Context: an optimization exercise on an open-source flow, tuned for small area, a short achievable clock period and few clock cycles. The choices shown serve that exercise and are no tape-out recipe.
Only simulation tests tie the RTL to the original design; equivalence was not proved.
Power figures rest on the tool's default switching activity, not on a simulated workload.

--- flow/design.v ---
module axi4_lite_slave #(
    parameter int unsigned ADDR_WIDTH = 32,
    parameter int unsigned DATA_WIDTH = 32
)(
    input  logic                  aclk,
    input  logic                  aresetn,         
    input  logic [ADDR_WIDTH-1:0] awaddr,
    input  logic                  awvalid,
    output logic                  awready,
    input  logic [DATA_WIDTH-1:0] wdata,
    input  logic [3:0]            wstrb,
    input  logic                  wvalid,
    output logic                  wready,
    output logic [1:0]            bresp,
    output logic                  bvalid,
    input  logic                  bready,
    input  logic [ADDR_WIDTH-1:0] araddr,
    input  logic                  arvalid,
    output logic                  arready,
    output logic [DATA_WIDTH-1:0] rdata,
    output logic [1:0]            rresp,
    output logic                  rvalid,
    input  logic                  rready
);
    localparam int unsigned NUM_REGS = 16;
    function automatic logic addr_ok(input logic [ADDR_WIDTH-1:0] a);
        addr_ok = (a[1:0] == 2'b00) && (a[ADDR_WIDTH-1:6] == '0);
    endfunction
    logic [DATA_WIDTH-1:0] reg_file [0:NUM_REGS-1];
    logic                  aw_v, w_v;      
    logic                  wr_go;          
    logic [3:0]            aw_idx;
    logic                  aw_ok;
    logic [DATA_WIDTH-1:0] w_data;
    logic [3:0]            w_strb;
    logic                  awready_r, wready_r;
    logic                  b0_v, b1_v;     
    logic                  b0_err, b1_err;
    logic aw_hs, w_hs, pair, aw_v_n, w_v_n, push, push_ok, pop;
    logic b0_v_n, b1_v_n;
    assign aw_hs   = awvalid & awready_r;
    assign w_hs    = wvalid & wready_r;
    assign pair    = aw_v & w_v;               
    assign aw_v_n  = aw_hs | (aw_v & ~pair);
    assign w_v_n   = w_hs  | (w_v  & ~pair);
    assign push    = aw_v_n & w_v_n;           
    assign push_ok = aw_hs ? addr_ok(awaddr) : aw_ok;
    assign pop     = b0_v & bready;
    assign b0_v_n  = b1_v | push | (b0_v & ~pop);
    assign b1_v_n  = ~pop & (b1_v | (b0_v & push));
    assign awready = awready_r;
    assign wready  = wready_r;
    assign bvalid  = b0_v;
    assign bresp   = {b0_err, 1'b0};
    always_ff @(posedge aclk) begin
        if (aw_hs) begin
            aw_idx <= awaddr[5:2];
            aw_ok  <= addr_ok(awaddr);
        end
        if (w_hs) begin
            w_data <= wdata;
            w_strb <= wstrb;
        end
        if (~b0_v | pop) b0_err <= b1_v ? b1_err : ~push_ok;
        if (~b1_v | pop) b1_err <= ~push_ok;
    end
    always_ff @(posedge aclk) begin
        if (!aresetn) begin
            aw_v      <= 1'b0;
            w_v       <= 1'b0;
            wr_go     <= 1'b0;
            b0_v      <= 1'b0;
            b1_v      <= 1'b0;
            awready_r <= 1'b1;
            wready_r  <= 1'b1;
        end else begin
            aw_v      <= aw_v_n;
            w_v       <= w_v_n;
            wr_go     <= push & push_ok;
            b0_v      <= b0_v_n;
            b1_v      <= b1_v_n;
            awready_r <= ~(aw_v_n & ~w_v_n) & ~b1_v_n;
            wready_r  <= ~(w_v_n & ~aw_v_n) & ~b1_v_n;
        end
    end
    logic [DATA_WIDTH-1:0] wr_d;
    assign wr_d = w_data & {DATA_WIDTH{aresetn}};
    always_ff @(posedge aclk) begin
        for (int i = 0; i < NUM_REGS; i++)
            for (int b = 0; b < 4; b++)
                if (!aresetn || (wr_go && aw_idx == 4'(i) && w_strb[b]))
                    reg_file[i][8*b +: 8] <= wr_d[8*b +: 8];
    end
    logic                  arready_r;
    logic                  q0_v, q1_v;      
    logic [NUM_REGS-1:0]   q0_sel;          
    logic                  q0_err;
    logic [3:0]            q1_idx;
    logic                  q1_ok;
    logic                  rvalid_r;
    logic [DATA_WIDTH-1:0] rdata_r;
    logic                  rerr_r;
    logic ar_hs, adv, ar_ok, q1_v_n;
    logic [3:0] ar_idx;
    logic [NUM_REGS-1:0] ar_sel, q1_sel;
    logic [DATA_WIDTH-1:0] rd_mux;
    assign ar_hs  = arvalid & arready_r;
    assign ar_idx = araddr[5:2];
    assign ar_ok  = addr_ok(araddr);
    assign adv    = q0_v & (~rvalid_r | rready);    
    assign q1_v_n = ~adv & (q1_v | (q0_v & ar_hs));
    always_comb begin
        for (int i = 0; i < NUM_REGS; i++) begin
            ar_sel[i] = ar_ok && (ar_idx == 4'(i));
            q1_sel[i] = q1_ok && (q1_idx == 4'(i));
        end
        rd_mux = '0;
        for (int i = 0; i < NUM_REGS; i++)
            rd_mux = rd_mux | (reg_file[i] & {DATA_WIDTH{q0_sel[i]}});
    end
    assign arready = arready_r;
    assign rvalid  = rvalid_r;
    assign rdata   = rdata_r;
    assign rresp   = {rerr_r, 1'b0};
    always_ff @(posedge aclk) begin
        if (~q0_v | adv) begin
            q0_sel <= q1_v ? q1_sel : ar_sel;
            q0_err <= q1_v ? ~q1_ok : ~ar_ok;
        end
        if (~q1_v | adv) begin
            q1_idx <= ar_idx;
            q1_ok  <= ar_ok;
        end
        if (adv) begin
            rdata_r <= rd_mux;
            rerr_r  <= q0_err;
        end
    end
    always_ff @(posedge aclk) begin
        if (!aresetn) begin
            q0_v      <= 1'b0;
            q1_v      <= 1'b0;
            rvalid_r  <= 1'b0;
            arready_r <= 1'b1;
        end else begin
            q0_v      <= q1_v | ar_hs | (q0_v & ~adv);
            q1_v      <= q1_v_n;
            rvalid_r  <= adv | (rvalid_r & ~rready);
            arready_r <= ~q1_v_n;
        end
    end
endmodule
--- flow/run.sh ---
#!/bin/bash
# synth_recipe.tcl (not shown) runs the flow's synth.tcl, then flattens the netlist and writes it again
# the make line also repeats each setting of config.mk as NAME=value (left out here)
make -C /OpenROAD-flow-scripts/flow DESIGN_CONFIG=/design/flow/config.mk WORK_HOME=/design/flow/orfs CLKGATE_MAP_FILE= SYNTH_SCRIPT=/design/flow/synth_recipe.tcl finish
--- flow/config.mk ---
export PLATFORM = sky130hd
export DESIGN_NAME = axi4_lite_slave
export DESIGN_NICKNAME = axi4_lite_slave
export VERILOG_FILES = /design/flow/design.v
export SDC_FILE = /design/flow/constraint.sdc
export NUM_CORES = 4
export LEC_CHECK = 0
export CAP_MARGIN = 20
export CORE_MARGIN = 2
export CORE_UTILIZATION = 40
export SETUP_SLACK_MARGIN = 2.0
export SLEW_MARGIN = 20
--- flow/constraint.sdc ---
create_clock -name core_clock -period 4.0 [get_ports {aclk}]
set_input_delay 0.8000 -clock core_clock [delete_from_list [all_inputs] [get_ports {aclk}]]
set_output_delay 0.8000 -clock core_clock [all_outputs]
set_load 0.01 [all_outputs]
==> flow_summary.json, run 1 <==
{
  "worst_path_largest_cell_delay_ps": 610,
  "worst_r2r_startpoint": "aw_idx[3]$_DFFE_PP_",
  "max-clock-path-buffers": 3,
  "worst_slew_margin_rel_pct": 50.78,
  "grt_overflow": 0,
  "finalSetupViolCount": 0,
  "achievable-frequency_mhz": 479.8,
  "synth_top_family_by_area": "compound AO/OA/AOI/OAI gates",
  "synth_area_per_cell_sq_um": 18.30,
  "grt_pass1_vias": 12940,
  "peakVddDrop_mv": 0.4225,
  "r2r_setup_slack_ps": 1920,
  "yosysTopAreaCellShare_pct": 80.66,
  "avgViaCountPerCell": 5.777,
  "synth.distinct_cells": 36,
  "cts.htree.levels": 2,
  "timing.critical_path.slowest_stage_cell": "sky130_fd_sc_hd__edfxtp_1",
  "synthTopCellsByArea": "sky130_fd_sc_hd__edfxtp_1, sky130_fd_sc_hd__a221oi_1, sky130_fd_sc_hd__a22o_1",
  "synthCells": 1239,
  "wl_um": 60570,
  "placementRows": 87,
  "synth_top_cell_by_area": "sky130_fd_sc_hd__edfxtp_1",
  "worstPathRequired_ps": 4240,
  "post_synth_fa_ha_maj_area_fraction_pct": 0,
  "post_route_non_filler_standard_cell_count": 2249,
  "cts_made_buffers": 59,
  "antenna_cells_inserted": 0,
  "tritoncts_num_sinks": 621,
  "grt_pass1_wl_um": 86170,
  "drv_cap": 0,
  "layout-area-overhead-vs-synth_pct": 20.12,
  "grt_usage_pct": 20.20,
  "dp_hpwl_um": 32090,
  "numPortBuffers": 145,
  "tns_ps": 0,
  "antenna_found_initial": 1,
  "cp-start-kind": "flop",
  "floorplan.core_area_sq_um": 56170,
  "worstSetupEndpointType": "flop",
  "initial_util_pct": 40.36,
  "fin_worst_skew_ps": 17.67,
  "design.die.area_sq_um": 58600,
  "postRouteAntennaNets": 0,
  "run_status": "finished clean",
  "dieWidth_um": 242.1,
  "arrival_ps": 2330,
  "worstPathCellList": "nand2_1 -> nor2_1 -> nand2_1 -> nand2_1",
  "crit-reg2reg-capture": "reg_file[15][4]$_DFFE_PP_",
  "worst_pin_slew_ps": 736.5,
  "io_pins": 148,
  "worst-path-max-fanout": 11,
  "grt_setup_unrepaired": "true",
  "synth_area_sq_um": 22670,
  "p_per_cell_area_nw_per_um2": 506.4,
  "timing.hold.worst.class": "reg2reg",
  "leakagePower_nw": 9.377,
  "reg2regPathDepth": 4,
  "synth_register_bits": 621,
  "slew_violations": 0,
  "grt_max_degree": 70,
  "synthSimpleGateAreaFrac_pct": 4.851,
  "clock_transition_at_the_register_clock_pins_on_the_worst_setup_and_hold_paths_after_cts_ps": 60,
  "clock_period_minus_worst_slack_ps": 2084,
  "xor_and_xnor_area_share_after_synthesis_pct": 0,
  "final_hold_fails": 0,
  "seq_area_frac_synth_pct": 81.72,
  "cts_tree": "done",
  "drive_gt1_share_pct": 15.87,
  "placedCellCount": 2132,
  "critPathKind": "reg2reg",
  "ys_warn_count": 2,
  "wire_per_inst_um": 26.93,
  "post-route-drc-count": 0,
  "synth.mux.area_fraction_pct": 0,
  "crit_end": "reg_file[15][4]$_DFFE_PP_",
  "worstSetupStartpoint": "aw_idx[3]$_DFFE_PP_",
  "route.vias.total": 12992,
  "drt_first_pass_iters": 5,
  "drtIter0Drc": 1640,
  "filler_cell_count": 4720,
  "layout_worst_path_cycle_share_pct": 52.10,
  "finish.net_count": 1554,
  "clk_latency_ps": 610,
  "critical_path.most_common_cell": "sky130_fd_sc_hd__nand2_1",
  "place.gp.congestion": 0.7916,
  "hold_buffers": 0,
  "synthesized_area_fraction_occupied_by_ao_oa_aoi_and_oai_cells_pct": 11.94,
  "die_h_um": 242.1,
  "root_buf_cell": "sky130_fd_sc_hd__clkbuf_16"
}
-- metrics by stage --
step           util (%)  setup slack, ps  power, mW  area (sq um)  hold WS [ps]
2_1_floorplan         -             2000      8.157         22680         400.3
3_3_place_gp      44.96             1288      8.594         25250         418.0
3_5_place_dp      44.96             1244      8.624         25250         417.7
4_1_cts           48.17             1851      13.85         27060         425.2
5_1_grt           48.48             1849      14.17         27230         437.8
6_report          48.48             1916      13.79         27230         425.3
-- power by group --
group          total, mW  switching (mW)  internal [mW]
Clock               5.32            2.29           3.03
Sequential          7.76           0.127           7.63
Combinational      0.716           0.484          0.232
Total               13.8            2.90           10.9
-- layout by cell type, fill, tap and decap left out, drive strengths merged, types with 3 or more instances in the layout --
| cell type | count |
|---|---|
| nand2b | 8 |
| buf | 110 |
| nor2 | 7 |
| inv | 10 |
| bufinv | 4 |
| a221oi | 128 |
| clkinv | 25 |
| nand4 | 39 |
| edfxtp | 609 |
| o41ai | 3 |
| clkbuf | 77 |
| and2 | 33 |
| dfxtp | 12 |
| nor4 | 15 |
| o31ai | 14 |
| o21ai | 48 |
| o21a | 5 |
| nor3b | 4 |
| a22o | 128 |
| clkinvlp | 3 |
| nor2b | 7 |
| a21boi | 3 |
| a21oi | 4 |
| nand2 | 69 |
| dlymetal6s2s | 5 |
| nand3 | 9 |
| clkdlybuf4s50 | 100 |
-- cell usage after synthesis --
| master | instances |
|---|---|
| sky130_fd_sc_hd__a22o_1 | 128 |
| sky130_fd_sc_hd__inv_1 | 10 |
| sky130_fd_sc_hd__buf_1 | 1 |
| sky130_fd_sc_hd__nand2b_1 | 8 |
| sky130_fd_sc_hd__dfxtp_1 | 12 |
| sky130_fd_sc_hd__nand3b_1 | 2 |
| sky130_fd_sc_hd__buf_4 | 4 |
| sky130_fd_sc_hd__nor2b_1 | 7 |
| sky130_fd_sc_hd__nand4_4 | 1 |
| sky130_fd_sc_hd__nand3_1 | 9 |
| sky130_fd_sc_hd__nor4_1 | 12 |
| sky130_fd_sc_hd__nor2_1 | 7 |
| sky130_fd_sc_hd__o31ai_1 | 13 |
| sky130_fd_sc_hd__o21ai_1 | 2 |
| sky130_fd_sc_hd__conb_1 | 1 |
| sky130_fd_sc_hd__and4_1 | 2 |
| sky130_fd_sc_hd__clkbuf_1 | 64 |
| sky130_fd_sc_hd__a21boi_0 | 3 |
| sky130_fd_sc_hd__buf_6 | 1 |
| sky130_fd_sc_hd__a21oi_1 | 4 |
| sky130_fd_sc_hd__o21ai_0 | 46 |
| sky130_fd_sc_hd__nor3b_1 | 4 |
| sky130_fd_sc_hd__nor3_1 | 2 |
| sky130_fd_sc_hd__o21a_1 | 5 |
| sky130_fd_sc_hd__edfxtp_1 | 609 |
| sky130_fd_sc_hd__or3_1 | 2 |
| sky130_fd_sc_hd__nor4_2 | 3 |
| sky130_fd_sc_hd__buf_2 | 2 |
| sky130_fd_sc_hd__o41ai_1 | 3 |
| sky130_fd_sc_hd__and2_1 | 33 |
| sky130_fd_sc_hd__and3_1 | 2 |
| sky130_fd_sc_hd__a221oi_1 | 128 |
| sky130_fd_sc_hd__a31o_2 | 1 |
| sky130_fd_sc_hd__o31ai_2 | 1 |
| sky130_fd_sc_hd__nand2_1 | 69 |
| sky130_fd_sc_hd__nand4_1 | 38 |
-- cell type report --
class	instances	area, sq um	area share [%]
timing repair buffer	218	1861	6.832
clock inverter	32	250.2	0.9189
tap	756	945.9	3.473
sequential	621	18530	68.05
multi-input combinational	537	4024	14.78
inverter	10	41.29	0.1516
clock buffer	75	1579	5.798
-- worst min-delay path by stage --
stage | start | to | cells past startpoint
after floorplan | q0_err$_DFFE_PN_ | rerr_r$_DFFE_PP_ | 0
after global placement | q0_err$_DFFE_PN_ | rerr_r$_DFFE_PP_ | 0
after detailed placement | q0_err$_DFFE_PN_ | rerr_r$_DFFE_PP_ | 0
after CTS | q0_err$_DFFE_PN_ | rerr_r$_DFFE_PP_ | 0
after global routing | q0_err$_DFFE_PN_ | rerr_r$_DFFE_PP_ | 0
final | q0_err$_DFFE_PN_ | rerr_r$_DFFE_PP_ | 0
-- routing by layer --
metal / share of wire [%] / up-vias / GRT usage, %
met5: 0.018 / - / 0
met4: 1.8 / 2 / 5.374
met3: 8.9 / 78 / 3.301
met2: 48 / 651 / 33.33
met1: 41 / 6652 / 27.97
li1: - / 5609 / -
-- flip-flops by register name, indices dropped and copies added, names as in the netlist --
signal and count:
rvalid_r 1, q0_err 1, q1_v 1, arready_r 1, q1_idx 4, wready_r 1, aw_v 1, b1_err 1
b1_v 1, reg_file 512, wr_go 1, q1_ok 1, rerr_r 1, w_strb 4, q0_sel 16, rdata_r 32
aw_idx 4, b0_err 1, q0_v 1, awready_r 1, w_v 1, w_data 32, b0_v 1, aw_ok 1
-- logic make-up after synthesis --
kind of cell	Yosys count
AO/OA/AOI/OAI	334
AND/OR/NAND/NOR	201
flip-flops	621
buffers and inverters	82
other	1
-- worst max-delay path: cells and delay by family, from the launching register on --
family / cells / cell delay, ps
simple gates: 4 / 1110
flops: 1 / 610
-- repair_timing --
action,4_1_cts,5_1_grt
setup buffers,5,4
endpoints found under the setup margin,216,508
cloned,0,1
gates resized for setup,175,36
pin swaps,0,6
Testbench counts, summed over its fixed seeds: cycles 3,735.
==> run 2, diff against run 1 <==
==> flow/flow/run.sh (new file) <==
#!/bin/bash
# Standard ORFS layout, with the I/O port buffers made from a small buffer
# cell (buffer_ports -buffer_cell) instead of the one OpenROAD picks itself.
set -euo pipefail
EXTRA=()
[[ -f flow/extra_args ]] && mapfile -t EXTRA < flow/extra_args
bash standard.sh "BUFFER_PORTS_ARGS=-buffer_cell sky130_fd_sc_hd__buf_1" "${EXTRA[@]}" finish > make_finish.log 2>&1
==> flow/standard.sh (new file) <==
#!/bin/bash
# synth_recipe.tcl (not shown) runs the flow's synth.tcl, then flattens the netlist and writes it again
# the make line also repeats each setting of config.mk as NAME=value (left out here)
make -C /OpenROAD-flow-scripts/flow DESIGN_CONFIG=/design/flow/config.mk WORK_HOME=/design/flow/orfs CLKGATE_MAP_FILE= SYNTH_SCRIPT=/design/flow/synth_recipe.tcl "${@:-finish}"
removed: flow/run.sh
==> flow_summary.json, run 2 <==
{
  "fin_worst_skew_ps": 25.11,
  "tritoncts_num_sinks": 621,
  "drt_first_pass_iters": 6,
  "worst_slew_margin_rel_pct": 48.16,
  "worstPathRequired_ps": 3200,
  "netSwitchingPower_mw": 2.929,
  "clock_period_minus_worst_slack_ps": 2032,
  "tns_ps": 0,
  "wire_per_inst_um": 26.54,
  "placementRows": 87,
  "synth_commonest_cells": "sky130_fd_sc_hd__edfxtp_1, sky130_fd_sc_hd__a221oi_1, sky130_fd_sc_hd__a22o_1",
  "reg.largest.list": "reg_file (512), rdata_r (32), w_data (32)",
  "cts_made_buffers": 60,
  "run_status": "finished clean",
  "arrival_ps": 1230,
  "peakVddDrop_mv": 0.3038,
  "synth.distinct_cells": 36,
  "largest_register_ff_count": 512,
  "max-clock-path-buffers": 3,
  "dieWidth_um": 242.1,
  "p_per_cell_area_nw_per_um2": 519.3,
  "cts_tree": "done",
  "timing.critical_path.slowest_stage_cell": "sky130_fd_sc_hd__edfxtp_1",
  "p_int_mw": 10.75,
  "root_buf_cell": "sky130_fd_sc_hd__clkbuf_16",
  "cts.htree.levels": 2,
  "final_hold_fails": 0,
  "antenna_cells_inserted": 0,
  "part_of_the_total_power_dissipated_in_sequential_elements_pct": 56.7,
  "leakagePower_nw": 8.891,
  "layout-area-overhead-vs-synth_pct": 16.22,
  "placedCellCount": 2135,
  "synth_register_bits": 621,
  "slew_violations": 0,
  "antenna_found_initial": 0,
  "commonest_non_fill_non_tap_cells_in_the_layout": "sky130_fd_sc_hd__edfxtp_1, sky130_fd_sc_hd__buf_1, sky130_fd_sc_hd__a22o_1, sky130_fd_sc_hd__a221oi_1, sky130_fd_sc_hd__buf_4",
  "grt_overflow": 0,
  "synth_area_sq_um": 22670,
  "max_flop_register": "reg_file",
  "grt_setup_unrepaired": "true",
  "grt_usage_pct": 20.04,
  "initial_util_pct": 40.36,
  "wl_um": 59770,
  "route.vias.total": 13120,
  "ys_warn_count": 2,
  "worstSetupEndpointType": "output pin",
  "dp_hpwl_um": 32020,
  "finish.net_count": 1556,
  "post_route_non_filler_standard_cell_count": 2252,
  "synthTopCellsByArea": "sky130_fd_sc_hd__edfxtp_1, sky130_fd_sc_hd__a221oi_1, sky130_fd_sc_hd__a22o_1",
  "floorplan.core_area_sq_um": 56170,
  "seq_area_frac_synth_pct": 81.72,
  "drive_gt1_share_pct": 12.43,
  "avgViaCountPerCell": 5.826,
  "clkPwrFrac_pct": 38.7,
  "worst-path-max-fanout": 1,
  "grt_pass1_wl_um": 85410,
  "post-synth-top-count-cell": "sky130_fd_sc_hd__edfxtp_1",
  "number_of_flops_mapped_to_enable_cells_by_yosys": 609,
  "switching_share_pct": 21.41,
  "cp-start-kind": "flop",
  "clock_transition_at_the_register_clock_pins_on_the_worst_setup_and_hold_paths_after_cts_ps": 60,
  "synthCells": 1239,
  "async_flop_share_pct": 0,
  "grt_max_degree": 40,
  "drv_cap": 0,
  "critPathKind": "reg2out",
  "drtIter0Drc": 1541,
  "path_delay_family": "flip-flops",
  "grt_pass1_vias": 12952,
  "timing.hold.worst.class": "in2reg",
  "critical_path.n_buffers_inverters": 1,
  "detailedPlace.worstSlack_ps": 1376,
  "die_h_um": 242.1,
  "post-route-drc-count": 0,
  "yosysTopAreaCellShare_pct": 80.66,
  "synth_top_cell_by_area": "sky130_fd_sc_hd__edfxtp_1",
  "postRouteAntennaNets": 0,
  "postSynth.topFlopCell": "sky130_fd_sc_hd__edfxtp_1",
  "achievable-frequency_mhz": 492.1,
  "finalSetupViolCount": 0,
  "worst_path_largest_cell_delay_ps": 440,
  "numPortBuffers": 145,
  "postLayoutSetupSlackWorst_ps": 1968,
  "worst_pin_slew_ps": 775.7,
  "synth_area_per_cell_sq_um": 18.30,
  "final_common_cell": "sky130_fd_sc_hd__edfxtp_1",
  "hold_buffers": 0,
  "combinationalPowerShare_pct": 4.7,
  "worstPathCellList": "buf_1",
  "io_pins": 148,
  "design.die.area_sq_um": 58600,
  "layout_worst_path_cycle_share_pct": 50.81,
  "clk_latency_ps": 630,
  "place.gp.congestion": 0.8005
}
==> run 2: cell families after synthesis <==
kind of cell,share of synthesized area [%]
AOI/OAI and AO/OA,11.94
other,0.01654
buffers and inverters,1.468
DFF,81.72
and+or+nand+nor,4.851
==> run 2: stage by stage <==
step	instance area [sq um]	hold slack (ps)	util, %	power, mW
detailed placement	24380	414.8	43.41	8.516
floorplan	22680	400.3	-	8.157
finish	26350	338.5	46.91	13.68
global route	26350	319.8	46.91	14.09
CTS	26260	306.7	46.75	13.76
global placement	24380	414.5	43.41	8.488
==> run 2: timing repair <==
item / 4_1_cts / 5_1_grt
gates resized for setup: 13 / 24
pin swaps: 0 / 1
setup endpoints to repair: 132 / 533
endpoints found under the hold margin: 0 / 0
setup buffers: 3 / 5
==> run 2: final timing paths <==
| check | from | end | slack [ps] | cells after the start |
|---|---|---|---|---|
| setup / recovery | rdata_r[14]$_DFFE_PP_ | rdata[14] | 1970 | 1 |
| hold / removal | wdata[17] | w_data[17]$_DFFE_PP_ | 340 | 1 |
| hold reg to reg | q0_err$_DFFE_PN_ | rerr_r$_DFFE_PP_ | 430 | 0 |
| setup reg to reg | aw_idx[1]$_DFFE_PP_ | reg_file[9][26]$_DFFE_PP_ | 2050 | 5 |
==> run 2: cell type report <==
| type | count | area [sq um] |
|---|---|---|
| multi-input combinational | 537 | 3910 |
| clock inverter | 34 | 229.0 |
| timing repair buffer | 219 | 1116 |
| clock buffer | 75 | 1579 |
| sequential | 621 | 18530 |
| inverter | 10 | 41.29 |
| tap | 756 | 945.9 |
| fill | 4840 | 29820 |
==> run 2: power groups by stage <==
stage	Sequential (mW)	Combinational (mW)	Clock, mW
6_report	7.76	0.637	5.29
5_1_grt	7.79	0.687	5.62
4_1_cts	7.76	0.631	5.37
3_5_place_dp	7.89	0.623	0
3_3_place_gp	7.88	0.611	0
2_1_floorplan	7.86	0.294	0
==> run 2: metal layers <==
metal / wire length (um) / GRT usage, %
met1: 25000 / 27.83
met2: 27800 / 31.58
met3: 5383 / 4.619
met4: 1581 / 6.100
met5: 0 / 0
==> run 3, diff against run 2 <==
==> flow/flow/extra_args (new file) <==
CTS_ARGS=-sink_clustering_enable -repair_clock_nets -sink_clustering_size 30 -sink_clustering_max_diameter 90 -dont_use_dummy_load
--- a/flow/config.mk
+++ b/flow/config.mk
@@ -8,5 +8,7 @@
 export CAP_MARGIN = 20
 export CORE_MARGIN = 2
 export CORE_UTILIZATION = 40
+export CTS_CLUSTER_DIAMETER = 90
+export CTS_CLUSTER_SIZE = 30
 export SETUP_SLACK_MARGIN = 2.0
 export SLEW_MARGIN = 20
==> flow_summary.json, run 3 <==
{
  "run_status": "finished clean",
  "avgViaCountPerCell": 5.861,
  "cts_made_buffers": 25,
  "grt_overflow": 0,
  "holdPathStages": 1,
  "detailedPlace.worstSlack_ps": 1376,
  "place_area_sq_um": 24380,
  "worst_pin_slew_ps": 778.1,
  "design.die.area_sq_um": 58600,
  "postSynth.topFlopCell": "sky130_fd_sc_hd__edfxtp_1",
  "max-clock-path-buffers": 3,
  "switching_share_pct": 21.27,
  "tns_ps": 0,
  "finish.net_count": 1522,
  "synth_register_bits": 621,
  "die_h_um": 242.1,
  "synth_commonest_cells": "sky130_fd_sc_hd__edfxtp_1, sky130_fd_sc_hd__a221oi_1, sky130_fd_sc_hd__a22o_1",
  "timing.critical_path.slowest_stage_cell": "sky130_fd_sc_hd__edfxtp_1",
  "critPathKind": "reg2out",
  "p_per_cell_area_nw_per_um2": 449.7,
  "clk_latency_ps": 590,
  "worstPathCellList": "buf_1",
  "grt_max_degree": 40,
  "grt_usage_pct": 19.39,
  "max_flop_register": "reg_file",
  "netSwitchingPower_mw": 2.406,
  "wl_um": 58300,
  "peakVddDrop_mv": 0.2720,
  "timing.hold.worst.class": "in2reg",
  "layout_worst_path_cycle_share_pct": 50.32,
  "largest_register_ff_count": 512,
  "clock_period_minus_worst_slack_ps": 2013,
  "antenna_found_initial": 0,
  "critical_path.n_buffers_inverters": 1,
  "floorplan.core_area_sq_um": 56170,
  "achievable-frequency_mhz": 496.9,
  "finalSetupViolCount": 0,
  "io_pins": 148,
  "layout-area-overhead-vs-synth_pct": 10.93,
  "place.gp.congestion": 0.8005,
  "drtIter0Drc": 1572,
  "route.vias.total": 12712,
  "leakagePower_nw": 8.309,
  "fin_worst_skew_ps": 40.39,
  "final_common_cell": "sky130_fd_sc_hd__edfxtp_1",
  "clkPwrFrac_pct": 25.9,
  "dp_hpwl_um": 32020,
  "worst-path-stages": 1,
  "drv_cap": 0,
  "postLayoutCoreUtil_pct": 44.77,
  "initial_util_pct": 40.36,
  "worst_path_largest_cell_delay_ps": 470,
  "placementRows": 87,
  "worstPathRequired_ps": 3200,
  "seq_area_frac_synth_pct": 81.72,
  "drive_gt1_share_pct": 9.200,
  "stdcell_area_sq_um": 25150,
  "synthTopCellsByArea": "sky130_fd_sc_hd__edfxtp_1, sky130_fd_sc_hd__a221oi_1, sky130_fd_sc_hd__a22o_1",
  "numPortBuffers": 145,
  "synth.distinct_cells": 36,
  "p_int_mw": 8.903,
  "arrival_ps": 1210,
  "synth_area_sq_um": 22670,
  "post-route-drc-count": 0,
  "postRouteAntennaNets": 0,
  "antenna_cells_inserted": 0,
  "cp-start-kind": "flop",
  "grt_pass1_wl_um": 83440,
  "worst-path-max-fanout": 1,
  "reg.largest.list": "reg_file (512), rdata_r (32), w_data (32)",
  "yosysTopAreaCellShare_pct": 80.66,
  "wire_per_inst_um": 26.88,
  "grt_pass1_vias": 12484,
  "hold_buffers": 0,
  "number_of_flops_mapped_to_enable_cells_by_yosys": 609,
  "drt_first_pass_iters": 5,
  "dieWidth_um": 242.1,
  "grt_setup_unrepaired": "true",
  "ys_warn_count": 2,
  "combinationalPowerShare_pct": 5.6,
  "postLayoutSetupSlackWorst_ps": 1987,
  "path_delay_family": "flip-flops",
  "part_of_the_total_power_dissipated_in_sequential_elements_pct": 68.4,
  "final_hold_fails": 0,
  "tritoncts_num_sinks": 621,
  "async_flop_share_pct": 0,
  "synth_top_cell_by_area": "sky130_fd_sc_hd__edfxtp_1",
  "root_buf_cell": "sky130_fd_sc_hd__clkbuf_16",
  "cts_tree": "done",
  "slew_violations": 0,
  "clock_transition_at_the_register_clock_pins_on_the_worst_setup_and_hold_paths_after_cts_ps": 110,
  "synth_area_per_cell_sq_um": 18.30,
  "report.power.total_mw": 11.31,
  "filler_cell_count": 4916,
  "post-synth-top-count-cell": "sky130_fd_sc_hd__edfxtp_1",
  "worstSetupEndpointType": "output pin",
  "synthCells": 1239,
  "worst_slew_margin_rel_pct": 48.00,
  "reg2regPathDepth": 4,
  "commonest_non_fill_non_tap_cells_in_the_layout": "sky130_fd_sc_hd__edfxtp_1, sky130_fd_sc_hd__buf_1, sky130_fd_sc_hd__a22o_1, sky130_fd_sc_hd__a221oi_1, sky130_fd_sc_hd__buf_4",
  "cts.htree.levels": 1
}
[run 3: cell counts after synthesis]
Identical to the previous run, type by type.
[run 3: stage by stage]
step / instances / hold WS, ps
final: 2169 / 378.8
after global routing: 2169 / 357.3
after CTS: 2161 / 360.9
after detailed placement: 2135 / 414.8
after global placement: 2135 / 414.5
after floorplan: 1240 / 400.3
[run 3: power by group through the flow]
stage	Combinational, mW	Clock (mW)	Sequential (mW)
2_1_floorplan	0.294	0	7.86
3_3_place_gp	0.611	0	7.88
3_5_place_dp	0.623	0	7.89
4_1_cts	0.626	2.98	7.74
5_1_grt	0.685	3.17	7.78
6_report	0.635	2.93	7.74
[run 3: final cells by class]
| type | count | area (sq um) | share of cell area, % |
|---|---|---|---|
| multi-input cells | 537 | 3894 | 15.48 |
| clock buffers | 25 | 625.6 | 2.488 |
| well taps | 756 | 945.9 | 3.761 |
| flip-flops and latches | 621 | 18530 | 73.67 |
| repair buffers | 220 | 1115 | 4.433 |
| inverters | 10 | 41.29 | 0.1642 |
[run 3: final timing paths]
check	endpoint	startpoint	slack [ps]
max	rdata[14]	rdata_r[14]$_DFFE_PP_	1990
min	w_data[11]$_DFFE_PP_	wdata[11]	380
max reg2reg	reg_file[1][25]$_DFFE_PP_	aw_idx[0]$_DFFE_PP_	1990
min reg2reg	rerr_r$_DFFE_PP_	q0_err$_DFFE_PN_	440
[run 3: kinds of logic (layout without fill, tap and decap cells)]
kind of cell	after synthesis	count (layout)	share of synthesized area, %
compound gates	334	334	11.94
simple gates	201	201	4.851
flops	621	621	81.72
buf+inv	82	255	1.468
other cells	1	2	0.01654
[run 3: metal layers]
metal | GRT usage, % | wire (um)
met5 | 0 | 0
met2 | 31.59 | 27680
met3 | 2.913 | 4930
met1 | 27.87 | 24800
met4 | 3.940 | 889
[run 3: timing repair]
| item | 4_1_cts | 5_1_grt |
|---|---|---|
| gates cloned | 0 | 0 |
| resized for setup | 7 | 16 |
| setup buffers | 1 | 8 |
| endpoints found under the setup margin | 130 | 510 |
==> run 4, diff against run 3 <==
--- a/flow/config.mk
+++ b/flow/config.mk
@@ -8,7 +8,7 @@
 export CAP_MARGIN = 20
 export CORE_MARGIN = 2
 export CORE_UTILIZATION = 40
-export CTS_CLUSTER_DIAMETER = 90
-export CTS_CLUSTER_SIZE = 30
+export CTS_CLUSTER_DIAMETER = 80
+export CTS_CLUSTER_SIZE = 25
 export SETUP_SLACK_MARGIN = 2.0
 export SLEW_MARGIN = 20
removed: flow/flow/extra_args
==> flow_summary.json, run 4 <==
{
  "p_per_cell_area_nw_per_um2": 464.6,
  "synth_commonest_cells": "sky130_fd_sc_hd__edfxtp_1, sky130_fd_sc_hd__a221oi_1, sky130_fd_sc_hd__a22o_1",
  "drtIter0Drc": 1672,
  "worst_r2r_startpoint": "aw_idx[0]$_DFFE_PP_",
  "avgViaCountPerCell": 5.915,
  "synth_area_per_cell_sq_um": 18.30,
  "place.gp.congestion": 0.8005,
  "leakagePower_nw": 8.434,
  "placementRows": 87,
  "synth.distinct_cells": 36,
  "floorplan.core_area_sq_um": 56170,
  "synth_top_cell_by_area": "sky130_fd_sc_hd__edfxtp_1",
  "root_buf_cell": "sky130_fd_sc_hd__clkbuf_16",
  "final_hold_fails": 0,
  "tns_ps": 0,
  "grt_setup_unrepaired": "true",
  "cts_tree": "done",
  "grt_pass1_wl_um": 84060,
  "tritoncts_num_sinks": 621,
  "report.power.total_mw": 11.80,
  "commonest_non_fill_non_tap_cells_in_the_layout": "sky130_fd_sc_hd__edfxtp_1, sky130_fd_sc_hd__buf_1, sky130_fd_sc_hd__a22o_1, sky130_fd_sc_hd__a221oi_1, sky130_fd_sc_hd__buf_4",
  "worst_path_largest_cell_delay_ps": 450,
  "timing.hold.worst.class": "in2reg",
  "r2r_setup_slack_ps": 2040,
  "reg.largest.list": "reg_file (512), rdata_r (32), w_data (32)",
  "layout-area-overhead-vs-synth_pct": 12.04,
  "peakVddDrop_mv": 0.3637,
  "path_delay_family": "flip-flops",
  "max_flop_register": "reg_file",
  "slew_violations": 0,
  "clk_latency_ps": 610,
  "critical_path.n_buffers_inverters": 1,
  "async_flop_share_pct": 0,
  "grt_pass1_vias": 12628,
  "finalSetupViolCount": 0,
  "numPortBuffers": 145,
  "worst_pin_slew_ps": 771.1,
  "grt_max_degree": 40,
  "cts.htree.levels": 1,
  "initial_util_pct": 40.36,
  "dp_hpwl_um": 32020,
  "run_status": "finished clean",
  "design.die.area_sq_um": 58600,
  "cp-start-kind": "flop",
  "postRouteAntennaNets": 0,
  "filler_cell_count": 4912,
  "worst_slew_margin_rel_pct": 48.47,
  "dieWidth_um": 242.1,
  "antenna_found_initial": 0,
  "yosysTopAreaCellShare_pct": 80.66,
  "holdPathStages": 1,
  "worstSetupEndpointType": "output pin",
  "arrival_ps": 1210,
  "post-synth-top-count-cell": "sky130_fd_sc_hd__edfxtp_1",
  "grt_usage_pct": 19.52,
  "final_common_cell": "sky130_fd_sc_hd__edfxtp_1",
  "post-route-drc-count": 0,
  "wl_um": 58730,
  "seq_area_frac_synth_pct": 81.72,
  "synth_register_bits": 621,
  "wire_per_inst_um": 26.83,
  "grt_overflow": 0,
  "antenna_cells_inserted": 0,
  "route.vias.total": 12947,
  "worstPathCellList": "buf_1",
  "critPathKind": "reg2out",
  "finish.net_count": 1524,
  "drv_cap": 0,
  "achievable-frequency_mhz": 496.5,
  "worstPathRequired_ps": 3200,
  "number_of_flops_mapped_to_enable_cells_by_yosys": 609,
  "die_h_um": 242.1,
  "reg2regPathDepth": 4,
  "fin_worst_hold_slack_ps": 348.8,
  "hold_buffers": 0,
  "clock_transition_at_the_register_clock_pins_on_the_worst_setup_and_hold_paths_after_cts_ps": 90,
  "max-clock-path-buffers": 3,
  "drive_gt1_share_pct": 10.19,
  "min-delay-start": "wdata[17]",
  "ys_warn_count": 2,
  "io_pins": 148,
  "cts_made_buffers": 30,
  "largest_register_ff_count": 512,
  "layout_worst_path_cycle_share_pct": 50.35,
  "drt_first_pass_iters": 5,
  "postSynth.topFlopCell": "sky130_fd_sc_hd__edfxtp_1",
  "clock_period_minus_worst_slack_ps": 2014,
  "min_to": "w_data[17]$_DFFE_PP_",
  "synth_area_sq_um": 22670,
  "timing.critical_path.slowest_stage_cell": "sky130_fd_sc_hd__edfxtp_1",
  "crit-reg2reg-capture": "reg_file[1][4]$_DFFE_PP_",
  "fin_worst_skew_ps": 12.87,
  "worst-path-max-fanout": 1,
  "synthTopCellsByArea": "sky130_fd_sc_hd__edfxtp_1, sky130_fd_sc_hd__a221oi_1, sky130_fd_sc_hd__a22o_1",
  "synthCells": 1239
}
-- run 4: final cells by class --
class | count | area [sq um] | share of cell area (%)
clock buffers | 39 | 815.8 | 3.211
clock inverters | 9 | 75.07 | 0.2955
inverters | 10 | 41.29 | 0.1625
multi-input cells | 537 | 3899 | 15.35
flip-flops and latches | 621 | 18530 | 72.94
well taps | 756 | 945.9 | 3.724
repair buffers | 217 | 1097 | 4.320
-- run 4: metrics by stage --
stage          instance area (sq um)  util [%]  setup slack (ps)  std cells
6_report                       25400     45.22              1986       2189
3_5_place_dp                   24380     43.41              1376       2135
4_1_cts                        25300     45.04              1843       2184
3_3_place_gp                   24380     43.41              1450       2135
5_1_grt                        25400     45.22              1921       2189
2_1_floorplan                  22680         -              2000       1240
-- run 4: how the worst max path moves through the flow --
| stage | from | end | slack (ps) | cells past startpoint |
|---|---|---|---|---|
| 2_1_floorplan | rready | rdata_r[0]$_DFFE_PP_ | 2000 | 3 |
| 3_3_place_gp | aresetn | reg_file[5][12]$_DFFE_PP_ | 1450 | 3 |
| 3_5_place_dp | aresetn | reg_file[12][12]$_DFFE_PP_ | 1380 | 3 |
| 4_1_cts | aw_idx[2]$_DFFE_PP_ | reg_file[5][8]$_DFFE_PP_ | 1840 | 5 |
| 5_1_grt | rdata_r[14]$_DFFE_PP_ | rdata[14] | 1920 | 1 |
| 6_report | rdata_r[14]$_DFFE_PP_ | rdata[14] | 1990 | 1 |
-- run 4: logic make-up after synthesis --
group	Yosys count	share of synthesized area [%]
flops	621	81.72
compound gates	334	11.94
simple gates	201	4.851
buf+inv	82	1.468
other cells	1	0.01654
-- run 4: routing by layer --
metal,share of wire (%),wire length (um),track usage (%)
met5,0,0,0
met4,2.0,1173,4.611
met3,8.2,4814,2.958
met2,47,27620,31.52
met1,43,25130,28.04
-- run 4: timing repair --
action | 4_1_cts | 5_1_grt
setup endpoints to repair | 130 | 444
gates resized for setup | 7 | 21
setup buffers | 1 | 5
-- run 4: report_power, final --
part	internal (mW)	switching [mW]
Sequential	7.62	0.128
Clock	1.46	1.96
Combinational	0.160	0.475
==> run 5, diff against run 4 <==
==> flow/flow/extra_args (new file) <==
MATCH_CELL_FOOTPRINT=0
==> flow_summary.json, run 5 <==
{
  "globalRouteMet3Util_pct": 2.958,
  "grt_overflow": 0,
  "critPathKind": "reg2out",
  "arrival_ps": 1210,
  "fin_worst_skew_ps": 12.87,
  "report.power.total_mw": 11.80,
  "largest_register_ff_count": 512,
  "tns_ps": 0,
  "worstPathCellList": "buf_1",
  "floorplan.core_area_sq_um": 56170,
  "worstPathRequired_ps": 3200,
  "hold_buffers": 0,
  "synth_area_per_cell_sq_um": 18.30,
  "timing.critical_path.slowest_stage_cell": "sky130_fd_sc_hd__edfxtp_1",
  "drtIter0Drc": 1672,
  "achievable-frequency_mhz": 496.5,
  "drv_cap": 0,
  "initial_util_pct": 40.36,
  "grt_max_degree": 40,
  "synth.distinct_cells": 36,
  "p_per_cell_area_nw_per_um2": 464.6,
  "max_flop_register": "reg_file",
  "grt_setup_unrepaired": "true",
  "cts_tree": "done",
  "wire_per_inst_um": 26.83,
  "worst_pin_slew_ps": 771.1,
  "postSynth.topFlopCell": "sky130_fd_sc_hd__edfxtp_1",
  "yosysTopAreaCellShare_pct": 80.66,
  "clk_latency_ps": 610,
  "cp-start-kind": "flop",
  "postRouteAntennaNets": 0,
  "post-route-drc-count": 0,
  "ys_warn_count": 2,
  "numPortBuffers": 145,
  "placementRows": 87,
  "critical_path.n_buffers_inverters": 1,
  "async_flop_share_pct": 0,
  "grt_usage_pct": 19.52,
  "busiest_layer": "met2",
  "reg.largest.list": "reg_file (512), rdata_r (32), w_data (32)",
  "root_buf_cell": "sky130_fd_sc_hd__clkbuf_16",
  "synthTopCellsByArea": "sky130_fd_sc_hd__edfxtp_1, sky130_fd_sc_hd__a221oi_1, sky130_fd_sc_hd__a22o_1",
  "peakVddDrop_mv": 0.3637,
  "timing.hold.worst.class": "in2reg",
  "avgViaCountPerCell": 5.915,
  "cts.htree.levels": 1,
  "max-clock-path-buffers": 3,
  "drive_gt1_share_pct": 10.19,
  "place.gp.congestion": 0.8005,
  "layout-area-overhead-vs-synth_pct": 12.04,
  "synthCells": 1239,
  "clock_period_minus_worst_slack_ps": 2014,
  "seq_area_frac_synth_pct": 81.72,
  "slew_violations": 0,
  "clock_transition_at_the_register_clock_pins_on_the_worst_setup_and_hold_paths_after_cts_ps": 90,
  "synth_commonest_cells": "sky130_fd_sc_hd__edfxtp_1, sky130_fd_sc_hd__a221oi_1, sky130_fd_sc_hd__a22o_1",
  "number_of_flops_mapped_to_enable_cells_by_yosys": 609,
  "final_hold_fails": 0,
  "final_common_cell": "sky130_fd_sc_hd__edfxtp_1",
  "antenna_cells_inserted": 0,
  "finish.net_count": 1524,
  "io_pins": 148,
  "synth_area_sq_um": 22670,
  "die_h_um": 242.1,
  "finalSetupViolCount": 0,
  "drt_first_pass_iters": 5,
  "synth_register_bits": 621,
  "met1_usage_pct": 28.04,
  "cts_made_buffers": 30,
  "layout_worst_path_cycle_share_pct": 50.35,
  "tritoncts_num_sinks": 621,
  "route.vias.total": 12947,
  "global_route.usage.met2_pct": 31.52,
  "grt_pass1_vias": 12628,
  "path_delay_family": "flip-flops",
  "worstSetupEndpointType": "output pin",
  "worst-path-max-fanout": 1,
  "leakagePower_nw": 8.434,
  "dieWidth_um": 242.1,
  "grt_pass1_wl_um": 84060,
  "wl_um": 58730,
  "run_status": "finished clean",
  "antenna_found_initial": 0,
  "synth_top_cell_by_area": "sky130_fd_sc_hd__edfxtp_1",
  "commonest_non_fill_non_tap_cells_in_the_layout": "sky130_fd_sc_hd__edfxtp_1, sky130_fd_sc_hd__buf_1, sky130_fd_sc_hd__a22o_1, sky130_fd_sc_hd__a221oi_1, sky130_fd_sc_hd__buf_4",
  "worst_slew_margin_rel_pct": 48.47,
  "dp_hpwl_um": 32020,
  "post-synth-top-count-cell": "sky130_fd_sc_hd__edfxtp_1",
  "worst_path_largest_cell_delay_ps": 450,
  "filler_cell_count": 4912,
  "design.die.area_sq_um": 58600
}
## run 5: cell counts after synthesis
No cell type changed its count.
## run 5: what timing repair did
action / in CTS / in global routing
cloned: 0 / 0
gates resized for setup: 7 / 21
setup endpoints to repair: 130 / 444
setup buffers: 1 / 5
## run 5: cells by family (layout without fill, tap and decap cells)
group	after synthesis	after routing	synth area share [%]
AOI/OAI and AO/OA	334	334	11.94
buffers and inverters	82	275	1.468
DFF	621	621	81.72
other	1	2	0.01654
and+or+nand+nor	201	201	4.851
## run 5: cell type report
class | count | area, sq um | share of cell area [%]
repair buffers | 217 | 1097 | 4.320
well taps | 756 | 945.9 | 3.724
inverters | 10 | 41.29 | 0.1625
clock inverters | 9 | 75.07 | 0.2955
clock buffers | 39 | 815.8 | 3.211
flip-flops and latches | 621 | 18530 | 72.94
multi-input cells | 537 | 3899 | 15.35
## run 5: power breakdown
group | switching, mW | internal [mW]
sequential | 0.128 | 7.62
clock | 1.96 | 1.46
combinational | 0.475 | 0.160
total | 2.57 | 9.24
## run 5: stage by stage
stage / utilization [%] / hold slack [ps] / cell area, sq um / cells / worst slack, ps
2_1_floorplan: - / 400.3 / 22680 / 1240 / 2000
3_3_place_gp: 43.41 / 414.5 / 24380 / 2135 / 1450
3_5_place_dp: 43.41 / 414.8 / 24380 / 2135 / 1376
4_1_cts: 45.04 / 320.9 / 25300 / 2184 / 1843
5_1_grt: 45.22 / 331.0 / 25400 / 2189 / 1921
6_report: 45.22 / 348.8 / 25400 / 2189 / 1986
## run 5: layer usage
metal | wire (um) | part of all wire, % | vias to the layer above
met5 | 0 | 0 | -
met4 | 1173 | 2.0 | 0
met3 | 4814 | 8.2 | 86
met2 | 27620 | 47 | 671
met1 | 25130 | 43 | 6659
li1 | - | - | 5531
## run 5: final timing paths
kind,cells past startpoint,slack [ps],to,start
setup reg to reg,4,2040,reg_file[1][4]$_DFFE_PP_,aw_idx[0]$_DFFE_PP_
setup / recovery,1,1990,rdata[14],rdata_r[14]$_DFFE_PP_
hold / removal,1,350,w_data[17]$_DFFE_PP_,wdata[17]
hold reg to reg,0,450,rerr_r$_DFFE_PP_,q0_err$_DFFE_PN_
==> run 6, diff against run 5 <==
--- a/flow/config.mk
+++ b/flow/config.mk
@@ -10,5 +10,6 @@
 export CORE_UTILIZATION = 40
 export CTS_CLUSTER_DIAMETER = 80
 export CTS_CLUSTER_SIZE = 25
+export PLACE_DENSITY = 0.75
 export SETUP_SLACK_MARGIN = 2.0
 export SLEW_MARGIN = 20
removed: flow/flow/extra_args
==> flow_summary.json, run 6 <==
{
  "run_status": "finished clean",
  "commonest_non_fill_non_tap_cells_in_the_layout": "sky130_fd_sc_hd__edfxtp_1, sky130_fd_sc_hd__buf_1, sky130_fd_sc_hd__a22o_1, sky130_fd_sc_hd__a221oi_1, sky130_fd_sc_hd__buf_4",
  "dieWidth_um": 242.1,
  "synth_top_cell_by_area": "sky130_fd_sc_hd__edfxtp_1",
  "synth_register_bits": 621,
  "holdPathStages": 1,
  "critPathKind": "reg2reg",
  "grt_usage_pct": 19.28,
  "place.gp.congestion": 0.8452,
  "reg.largest.list": "reg_file (512), rdata_r (32), w_data (32)",
  "avgViaCountPerCell": 6.023,
  "route.vias.total": 13220,
  "root_buf_cell": "sky130_fd_sc_hd__clkbuf_16",
  "worst-path-max-fanout": 8,
  "tritoncts_num_sinks": 621,
  "layout_worst_path_cycle_share_pct": 51.54,
  "worst_slew_margin_rel_pct": 47.02,
  "yosysTopAreaCellShare_pct": 80.66,
  "worstSetupEndpointType": "flop",
  "post-synth-top-count-cell": "sky130_fd_sc_hd__edfxtp_1",
  "cts.htree.levels": 1,
  "r2r_setup_slack_ps": 1940,
  "drv_cap": 0,
  "multi_input_comb_area_sq_um": 3936,
  "fin_worst_skew_ps": 24.41,
  "min_to": "w_data[7]$_DFFE_PP_",
  "io_pins": 148,
  "antenna_found_initial": 0,
  "postRouteAntennaNets": 0,
  "cts_made_buffers": 29,
  "placementRows": 87,
  "number_of_flops_mapped_to_enable_cells_by_yosys": 609,
  "ys_warn_count": 2,
  "worst_r2r_startpoint": "aw_idx[0]$_DFFE_PP_",
  "initial_util_pct": 40.36,
  "area.sequential_sq_um": 18530,
  "seq_area_frac_synth_pct": 81.72,
  "synth_commonest_cells": "sky130_fd_sc_hd__edfxtp_1, sky130_fd_sc_hd__a221oi_1, sky130_fd_sc_hd__a22o_1",
  "synthTopCellsByArea": "sky130_fd_sc_hd__edfxtp_1, sky130_fd_sc_hd__a221oi_1, sky130_fd_sc_hd__a22o_1",
  "reg2regPathDepth": 5,
  "clock_period_minus_worst_slack_ps": 2062,
  "drive_gt1_share_pct": 11.06,
  "cp-start-kind": "flop",
  "max-clock-path-buffers": 3,
  "finalSetupViolCount": 0,
  "worst_pin_slew_ps": 794.8,
  "postSynth.topFlopCell": "sky130_fd_sc_hd__edfxtp_1",
  "hold_buffers": 0,
  "critical_path.most_common_cell": "sky130_fd_sc_hd__nand2_1",
  "max_flop_register": "reg_file",
  "timing.hold.worst.class": "in2reg",
  "clk_latency_ps": 620,
  "fin_worst_hold_slack_ps": 347.2,
  "post-route-drc-count": 0,
  "grt_max_degree": 107,
  "slew_violations": 0,
  "async_flop_share_pct": 0,
  "die_h_um": 242.1,
  "synth_area_sq_um": 22670,
  "wl_um": 58670,
  "timing.critical_path.slowest_stage_cell": "sky130_fd_sc_hd__edfxtp_1",
  "grt_pass1_wl_um": 84090,
  "clock_transition_at_the_register_clock_pins_on_the_worst_setup_and_hold_paths_after_cts_ps": 100,
  "achievable-frequency_mhz": 485.0,
  "largest_register_ff_count": 512,
  "wire_per_inst_um": 26.73,
  "peakVddDrop_mv": 0.3326,
  "synth.distinct_cells": 36,
  "design.die.area_sq_um": 58600,
  "layout-area-overhead-vs-synth_pct": 12.53,
  "synthCells": 1239,
  "arrival_ps": 2340,
  "p_per_cell_area_nw_per_um2": 464.0,
  "worstPathCellList": "nand2_1 -> nor3b_4 -> buf_4 -> nand2_1 -> nand2_2",
  "worst_path_largest_cell_delay_ps": 520,
  "floorplan.core_area_sq_um": 56170,
  "filler_cell_count": 4766,
  "min-delay-start": "wdata[7]",
  "worstPathRequired_ps": 4280,
  "crit-reg2reg-capture": "reg_file[5][20]$_DFFE_PP_",
  "leakagePower_nw": 8.487,
  "grt_overflow": 0,
  "numPortBuffers": 145,
  "tns_ps": 0,
  "final_common_cell": "sky130_fd_sc_hd__edfxtp_1",
  "drtIter0Drc": 2203,
  "cts_tree": "done",
  "grt_pass1_vias": 12966,
  "finish.net_count": 1531,
  "dp_hpwl_um": 32240,
  "drt_first_pass_iters": 6,
  "final_hold_fails": 0,
  "grt_setup_unrepaired": "true",
  "synth_area_per_cell_sq_um": 18.30
}
[run 6: cell counts after synthesis]
No cell type changed its count.
[run 6: logic make-up after synthesis]
kind of cell           after synthesis  synth area share (%)
AO/OA/AOI/OAI                      334                 11.94
buffers and inverters               82                 1.468
flip-flops                         621                 81.72
other                                1               0.01654
AND/OR/NAND/NOR                    201                 4.851
[run 6: per-stage QoR]
stage / instances / total power [mW] / utilization (%) / instance area (sq um) / setup slack [ps]
global route: 2194 / 12.15 / 45.42 / 25510 / 1881
detailed placement: 2127 / 8.514 / 43.30 / 24320 / 1145
finish: 2195 / 11.84 / 45.42 / 25510 / 1938
CTS: 2184 / 11.86 / 45.19 / 25380 / 1933
global placement: 2127 / 8.473 / 43.29 / 24310 / 1209
floorplan: 1240 / 8.157 / - / 22680 / 2000
[run 6: layout make-up]
cell class / instances / share of cell area (%)
Timing Repair inverter: 1 / 0.02943
Tap cell: 756 / 3.708
Clock inverter: 7 / 0.4757
Antenna cell: 1 / 0.009809
Inverter: 10 / 0.1618
Sequential cell: 621 / 72.62
Clock buffer: 38 / 2.977
Multi-Input combinational cell: 537 / 15.43
Timing Repair Buffer: 224 / 4.586
[run 6: routing by layer]
layer / share of wire [%] / global-route usage [%]
met1: 37 / 26.62
met2: 48 / 31.68
met3: 12 / 3.611
met4: 2.5 / 4.847
met5: 0 / 0
[run 6: worst max path at each step]
stage | from | endpoint | slack, ps | cells past startpoint
CTS | aw_idx[2]$_DFFE_PP_ | reg_file[5][24]$_DFFE_PP_ | 1930 | 4
floorplan | rready | rdata_r[0]$_DFFE_PP_ | 2000 | 3
finish | aw_idx[0]$_DFFE_PP_ | reg_file[5][20]$_DFFE_PP_ | 1940 | 5
global route | aw_idx[0]$_DFFE_PP_ | reg_file[11][0]$_DFFE_PP_ | 1880 | 5
detailed placement | aresetn | reg_file[12][11]$_DFFE_PP_ | 1140 | 2
global placement | rready | rdata_r[27]$_DFFE_PP_ | 1210 | 4
[run 6: timing repair]
item,4_1_cts,5_1_grt
setup endpoints to repair,222,360
buffers inserted,11,10
gates cloned,1,0
gates resized for setup,17,23
pin swaps,1,1
[run 6: worst max-delay path: cells and delay by family (launching register included)]
family        cells  cell delay, ps
simple gates      4            1010
flops             1             520
buf+inv           1             200
[run 6: where the power goes]
group / internal, mW / leakage, nW / total [mW] / switching [mW]
combinational: 0.166 / 1.79 / 0.646 / 0.480
sequential: 7.62 / 6.28 / 7.76 / 0.144
clock: 1.54 / 0.415 / 3.43 / 1.89
==> run 7, diff against run 6 <==
--- a/flow/config.mk
+++ b/flow/config.mk
@@ -10,6 +10,6 @@
 export CORE_UTILIZATION = 40
 export CTS_CLUSTER_DIAMETER = 80
 export CTS_CLUSTER_SIZE = 25
-export PLACE_DENSITY = 0.75
+export GPL_TIMING_DRIVEN = 0
 export SETUP_SLACK_MARGIN = 2.0
 export SLEW_MARGIN = 20
==> flow_summary.json, run 7 <==
{
  "root_buf_cell": "sky130_fd_sc_hd__clkbuf_16",
  "async_flop_share_pct": 0,
  "cts_tree": "done",
  "timing.hold.worst.class": "in2reg",
  "postRouteAntennaNets": 0,
  "numPortBuffers": 144,
  "ys_warn_count": 2,
  "worst_pin_slew_ps": 1210,
  "synth.distinct_cells": 36,
  "layout-area-overhead-vs-synth_pct": 17.95,
  "grt_usage_pct": 22.53,
  "clock_transition_at_the_register_clock_pins_on_the_worst_setup_and_hold_paths_after_cts_ps": 100,
  "grt_max_degree": 42,
  "design.die.area_sq_um": 58600,
  "worstSetupStartpoint": "b0_err$_DFFE_PN_",
  "placementRows": 87,
  "place_area_sq_um": 24430,
  "synth_area_per_cell_sq_um": 18.30,
  "worst_r2r_startpoint": "aw_idx[0]$_DFFE_PP_",
  "switching_share_pct": 22.48,
  "final_common_cell": "sky130_fd_sc_hd__edfxtp_1",
  "cts_made_buffers": 30,
  "finalSetupViolCount": 0,
  "commonest_non_fill_non_tap_cells_in_the_layout": "sky130_fd_sc_hd__edfxtp_1, sky130_fd_sc_hd__buf_1, sky130_fd_sc_hd__a22o_1, sky130_fd_sc_hd__a221oi_1, sky130_fd_sc_hd__buf_4",
  "floorplan.core_area_sq_um": 56170,
  "cts.htree.levels": 1,
  "clock_period_minus_worst_slack_ps": 2086,
  "max-clock-path-buffers": 3,
  "wire_per_inst_um": 30.44,
  "wl_um": 68750,
  "route.vias.total": 13642,
  "worst_path_largest_cell_delay_ps": 420,
  "stdcell_area_sq_um": 26740,
  "tritoncts_num_sinks": 621,
  "p_int_mw": 9.359,
  "min-delay-start": "wdata[11]",
  "run_status": "finished clean",
  "combinationalPowerShare_pct": 6.5,
  "leakagePower_nw": 8.986,
  "cp-start-kind": "flop",
  "number_of_flops_mapped_to_enable_cells_by_yosys": 609,
  "worstPathRequired_ps": 3200,
  "clk_latency_ps": 620,
  "timing.critical_path.slowest_stage_cell": "sky130_fd_sc_hd__edfxtp_1",
  "post-synth-top-count-cell": "sky130_fd_sc_hd__edfxtp_1",
  "synth_area_sq_um": 22670,
  "achievable-frequency_mhz": 479.4,
  "synthCells": 1239,
  "antenna_cells_inserted": 0,
  "final_hold_fails": 0,
  "arrival_ps": 1290,
  "grt_setup_unrepaired": "true",
  "drtIter0Drc": 2132,
  "largest_register_ff_count": 512,
  "grt_pass1_wl_um": 93830,
  "synth_commonest_cells": "sky130_fd_sc_hd__edfxtp_1, sky130_fd_sc_hd__a221oi_1, sky130_fd_sc_hd__a22o_1",
  "synth_top_cell_by_area": "sky130_fd_sc_hd__edfxtp_1",
  "dieWidth_um": 242.1,
  "part_of_the_total_power_dissipated_in_sequential_elements_pct": 64.2,
  "fin_worst_skew_ps": 24.48,
  "worstPathCellList": "buf_6 -> buf_6",
  "finish.net_count": 1594,
  "detailedPlace.worstSlack_ps": 1102,
  "grt_overflow": 0,
  "post-route-drc-count": 0,
  "clkPwrFrac_pct": 29.3,
  "critPathKind": "reg2out",
  "place.gp.congestion": 0.9210,
  "postSynth.topFlopCell": "sky130_fd_sc_hd__edfxtp_1",
  "initial_util_pct": 40.36,
  "synthTopCellsByArea": "sky130_fd_sc_hd__edfxtp_1, sky130_fd_sc_hd__a221oi_1, sky130_fd_sc_hd__a22o_1",
  "drv_cap": 0,
  "io_pins": 148,
  "peakVddDrop_mv": 0.4043,
  "tns_ps": 0,
  "synth_register_bits": 621,
  "worstSetupEndpointType": "output pin",
  "die_h_um": 242.1,
  "max_flop_register": "reg_file",
  "dp_hpwl_um": 42200,
  "report.power.total_mw": 12.07,
  "worst-path-max-fanout": 1,
  "grt_pass1_vias": 12955,
  "drive_gt1_share_pct": 18.43,
  "antenna_found_initial": 0,
  "yosysTopAreaCellShare_pct": 80.66,
  "drt_first_pass_iters": 5,
  "critical_path.most_common_cell": "sky130_fd_sc_hd__buf_6",
  "slew_violations": 0,
  "avgViaCountPerCell": 6.039,
  "postLayoutSetupSlackWorst_ps": 1914,
  "postLayoutCoreUtil_pct": 47.61,
  "reg.largest.list": "reg_file (512), rdata_r (32), w_data (32)",
  "layout_worst_path_cycle_share_pct": 52.14,
  "p_per_cell_area_nw_per_um2": 451.5,
  "seq_area_frac_synth_pct": 81.72,
  "hold_buffers": 0,
  "worst_slew_margin_rel_pct": 19.35,
  "netSwitchingPower_mw": 2.715
}
==> run 7: cell types whose count changed in the layout (fill, tap and decap cells not counted), sizes merged, moves of 2 or more <==
cell      before  now
clkinvlp       5    2
clkinv         0    2
inv           10   12
buf          215  237
clkbuf        47   91
bufinv         3    1
==> run 7: path summary, 6_finish.rpt <==
check	endpoint	slack [ps]	cells past startpoint
max	bresp[1]	1910	2
min	w_data[11]$_DFFE_PP_	340	1
min reg2reg	rerr_r$_DFFE_PP_	450	0
max reg2reg	reg_file[6][3]$_DFFE_PP_	1960	4
==> run 7: critical path: cells and delay by family (launching register included) <==
family	cells	cell delay (ps)
buffers and inverters	2	250
flip-flops	1	420
==> run 7: power by group through the flow <==
stage	combinational, mW	clock [mW]	sequential (mW)
floorplan	0.294	0	7.86
global placement	0.600	0	7.89
detailed placement	0.642	0	7.90
CTS	0.710	3.56	7.75
global route	0.822	3.78	7.78
finish	0.782	3.54	7.75
==> run 7: cell families after synthesis <==
family / count (synthesis) / synth area share [%]
DFF: 621 / 81.72
AOI/OAI and AO/OA: 334 / 11.94
and+or+nand+nor: 201 / 4.851
buffers and inverters: 82 / 1.468
other: 1 / 0.01654
==> run 7: area by class of cell <==
class / instances / area [sq um]
fillers: 4731 / 29430
flip-flops and latches: 621 / 18530
multi-input cells: 537 / 4543
repair buffers: 214 / 1320
well taps: 756 / 945.9
clock buffers: 42 / 817.0
plain buffers: 72 / 440.4
clock inverters: 6 / 95.09
inverters: 10 / 41.29
repair inverters: 1 / 7.507
==> run 7: per-layer routing <==
| layer | global-route usage [%] | vias to the layer above | part of all wire (%) |
|---|---|---|---|
| li1 | - | 5674 | - |
| met5 | 0.3268 | - | 0 |
| met1 | 30.74 | 6906 | 39 |
| met2 | 36.20 | 916 | 47 |
| met3 | 4.265 | 146 | 10 |
| met4 | 8.134 | 0 | 3.5 |
==> run 7: metrics by stage <==
step	std cells	hold slack (ps)
CTS	2228	329.6
global placement	2140	437.4
global route	2259	335.8
finish	2259	340.6
floorplan	1240	400.3
detailed placement	2161	418.4
==> run 7: repair_timing <==
| item | 4_1_cts | 5_1_grt |
|---|---|---|
| pin swaps | 7 | 21 |
| gates cloned | 1 | 0 |
| gates resized for setup | 151 | 95 |
| setup buffers | 18 | 31 |
| setup endpoints to repair | 559 | 386 |
==> run 8, diff against run 7 <==
--- a/flow/config.mk
+++ b/flow/config.mk
@@ -5,11 +5,10 @@
 export SDC_FILE = /design/flow/constraint.sdc
 export NUM_CORES = 4
 export LEC_CHECK = 0
-export CAP_MARGIN = 20
+export CAP_MARGIN = 0
 export CORE_MARGIN = 2
 export CORE_UTILIZATION = 40
 export CTS_CLUSTER_DIAMETER = 80
 export CTS_CLUSTER_SIZE = 25
-export GPL_TIMING_DRIVEN = 0
 export SETUP_SLACK_MARGIN = 2.0
-export SLEW_MARGIN = 20
+export SLEW_MARGIN = 0
==> flow_summary.json, run 8 <==
{
  "synthCells": 1239,
  "largest_register_ff_count": 512,
  "synth_register_bits": 621,
  "fin_worst_skew_ps": 12.87,
  "timing.hold.worst.class": "in2reg",
  "placementRows": 87,
  "run_status": "finished clean",
  "die_h_um": 242.1,
  "finalSetupViolCount": 0,
  "commonest_non_fill_non_tap_cells_in_the_layout": "sky130_fd_sc_hd__edfxtp_1, sky130_fd_sc_hd__buf_1, sky130_fd_sc_hd__a22o_1, sky130_fd_sc_hd__a221oi_1, sky130_fd_sc_hd__buf_4",
  "grt_max_degree": 40,
  "wl_um": 58730,
  "drive_gt1_share_pct": 10.19,
  "drv_cap": 0,
  "cts_tree": "done",
  "wire_per_inst_um": 26.83,
  "max-clock-path-buffers": 3,
  "worstPathCellList": "buf_1",
  "initial_util_pct": 40.36,
  "async_flop_share_pct": 0,
  "p_per_cell_area_nw_per_um2": 464.6,
  "synth_area_sq_um": 22670,
  "cp-start-kind": "flop",
  "avgViaCountPerCell": 5.915,
  "seq_area_frac_synth_pct": 81.72,
  "layout-area-overhead-vs-synth_pct": 12.04,
  "antenna_cells_inserted": 0,
  "grt_overflow": 0,
  "worst-path-max-fanout": 1,
  "path_delay_family": "flip-flops",
  "final_hold_fails": 0,
  "fin_worst_hold_slack_ps": 348.8,
  "synth.distinct_cells": 36,
  "dieWidth_um": 242.1,
  "leakagePower_nw": 8.434,
  "worstSetupEndpointType": "output pin",
  "clock_period_minus_worst_slack_ps": 2014,
  "worst_path_largest_cell_delay_ps": 450,
  "clk_latency_ps": 610,
  "post_route_non_filler_standard_cell_count": 2189,
  "peakVddDrop_mv": 0.3637,
  "worst_pin_slew_ps": 771.1,
  "max_flop_register": "reg_file",
  "post-route-drc-count": 0,
  "post-synth-top-count-cell": "sky130_fd_sc_hd__edfxtp_1",
  "tritoncts_num_sinks": 621,
  "tns_ps": 0,
  "route.vias.total": 12947,
  "drtIter0Drc": 1672,
  "report.power.total_mw": 11.80,
  "critical_path.n_buffers_inverters": 1,
  "dp_hpwl_um": 32020,
  "drt_first_pass_iters": 5,
  "synth_commonest_cells": "sky130_fd_sc_hd__edfxtp_1, sky130_fd_sc_hd__a221oi_1, sky130_fd_sc_hd__a22o_1",
  "worst_slew_margin_rel_pct": 48.47,
  "root_buf_cell": "sky130_fd_sc_hd__clkbuf_16",
  "cts_made_buffers": 30,
  "timing.critical_path.slowest_stage_cell": "sky130_fd_sc_hd__edfxtp_1",
  "worstPathRequired_ps": 3200,
  "design.die.area_sq_um": 58600,
  "io_pins": 148,
  "final_common_cell": "sky130_fd_sc_hd__edfxtp_1",
  "clock_transition_at_the_register_clock_pins_on_the_worst_setup_and_hold_paths_after_cts_ps": 90,
  "ys_warn_count": 2,
  "critPathKind": "reg2out",
  "numPortBuffers": 145,
  "number_of_flops_mapped_to_enable_cells_by_yosys": 609,
  "layout_worst_path_cycle_share_pct": 50.35,
  "filler_cell_count": 4912,
  "cts.htree.levels": 1,
  "synthTopCellsByArea": "sky130_fd_sc_hd__edfxtp_1, sky130_fd_sc_hd__a221oi_1, sky130_fd_sc_hd__a22o_1",
  "antenna_found_initial": 0,
  "synth_top_cell_by_area": "sky130_fd_sc_hd__edfxtp_1",
  "slew_violations": 0,
  "placedCellCount": 2135,
  "reg.largest.list": "reg_file (512), rdata_r (32), w_data (32)",
  "grt_setup_unrepaired": "true",
  "floorplan.core_area_sq_um": 56170,
  "arrival_ps": 1210,
  "yosysTopAreaCellShare_pct": 80.66,
  "postSynth.topFlopCell": "sky130_fd_sc_hd__edfxtp_1",
  "synth_area_per_cell_sq_um": 18.30,
  "grt_pass1_vias": 12628,
  "achievable-frequency_mhz": 496.5,
  "grt_usage_pct": 19.52,
  "place.gp.congestion": 0.8005,
  "postRouteAntennaNets": 0,
  "grt_pass1_wl_um": 84060,
  "finish.net_count": 1524
}
## run 8: area by class of cell
type	instances	area [sq um]	area share, %
Clock buffer	39	815.8	3.211
Clock inverter	9	75.07	0.2955
Inverter	10	41.29	0.1625
Multi-Input combinational cell	537	3899	15.35
Sequential cell	621	18530	72.94
Tap cell	756	945.9	3.724
Timing Repair Buffer	217	1097	4.320
## run 8: worst paths after layout
| kind | startpoint | to | slack (ps) | cells after the start |
|---|---|---|---|---|
| worst max register to register | aw_idx[0]$_DFFE_PP_ | reg_file[1][4]$_DFFE_PP_ | 2040 | 4 |
| worst min register to register | q0_err$_DFFE_PN_ | rerr_r$_DFFE_PP_ | 450 | 0 |
| worst max-delay path | rdata_r[14]$_DFFE_PP_ | rdata[14] | 1990 | 1 |
| worst min-delay path | wdata[17] | w_data[17]$_DFFE_PP_ | 350 | 1 |
## run 8: cell families (layout without fill, tap and decap cells)
logic type | count (synthesis) | count (layout) | share of synthesized area (%)
and+or+nand+nor | 201 | 201 | 4.851
other | 1 | 2 | 0.01654
AOI/OAI and AO/OA | 334 | 334 | 11.94
buffers and inverters | 82 | 275 | 1.468
DFF | 621 | 621 | 81.72
## run 8: per-stage QoR
step,worst slack [ps],cell area (sq um),utilization [%]
final,1986,25400,45.22
after global routing,1921,25400,45.22
after CTS,1843,25300,45.04
after detailed placement,1376,24380,43.41
after global placement,1450,24380,43.41
after floorplan,2000,22680,-
## run 8: power breakdown
part / total (mW) / switching [mW] / internal (mW)
Sequential: 7.74 / 0.128 / 7.62
Combinational: 0.635 / 0.475 / 0.160
Clock: 3.42 / 1.96 / 1.46
## run 8: routing by layer
layer  track usage, %  wire length, um  vias up
li1                 -                -     5531
met1            28.04            25130     6659
met2            31.52            27620      671
met3            2.958             4814       86
met4            4.611             1173        0
met5                0                0        -
## run 8: repair_timing
action,CTS,global route
gates cloned,0,0
setup buffers,1,5
hold buffers,0,0
resized for setup,7,21
endpoints found under the setup margin,130,444

==> separate check: timing with driven ports <==
How much do the figures lean on ideal ports? The routed layouts below were timed once more, with nothing changed but the port constraints.
Step 1 sets driving cells, clkbuf_16 on the clock port and buf_2 on the other inputs (assumed; they add their load-dependent delay and slew).
Step 2, shift: input delay + t, output delay - t, t = (earliest + latest rising clock arrival at the registers) / 2. This alone moves slack from input paths to output paths.
a / b / c = no drivers / after step 1 / after step 2; a / b = the first two.
run	shift t [ns]	slack for setup (ns)
run 1	0.662	1.916 / 1.916 / 1.418
run 2	0.671	1.968 / 1.913 / 1.469
run 3	0.625	1.987 / 1.931 / 1.478
run 4	0.668	1.986 / 1.927 / 1.464
run 5	0.668	1.986 / 1.927 / 1.464
run 6	0.659	1.938 / 1.938 / 1.613
run 7	0.671	1.914 / 1.856 / 1.333
run 8	0.668	1.986 / 1.927 / 1.464
After both steps setup and hold are still met in every run listed.
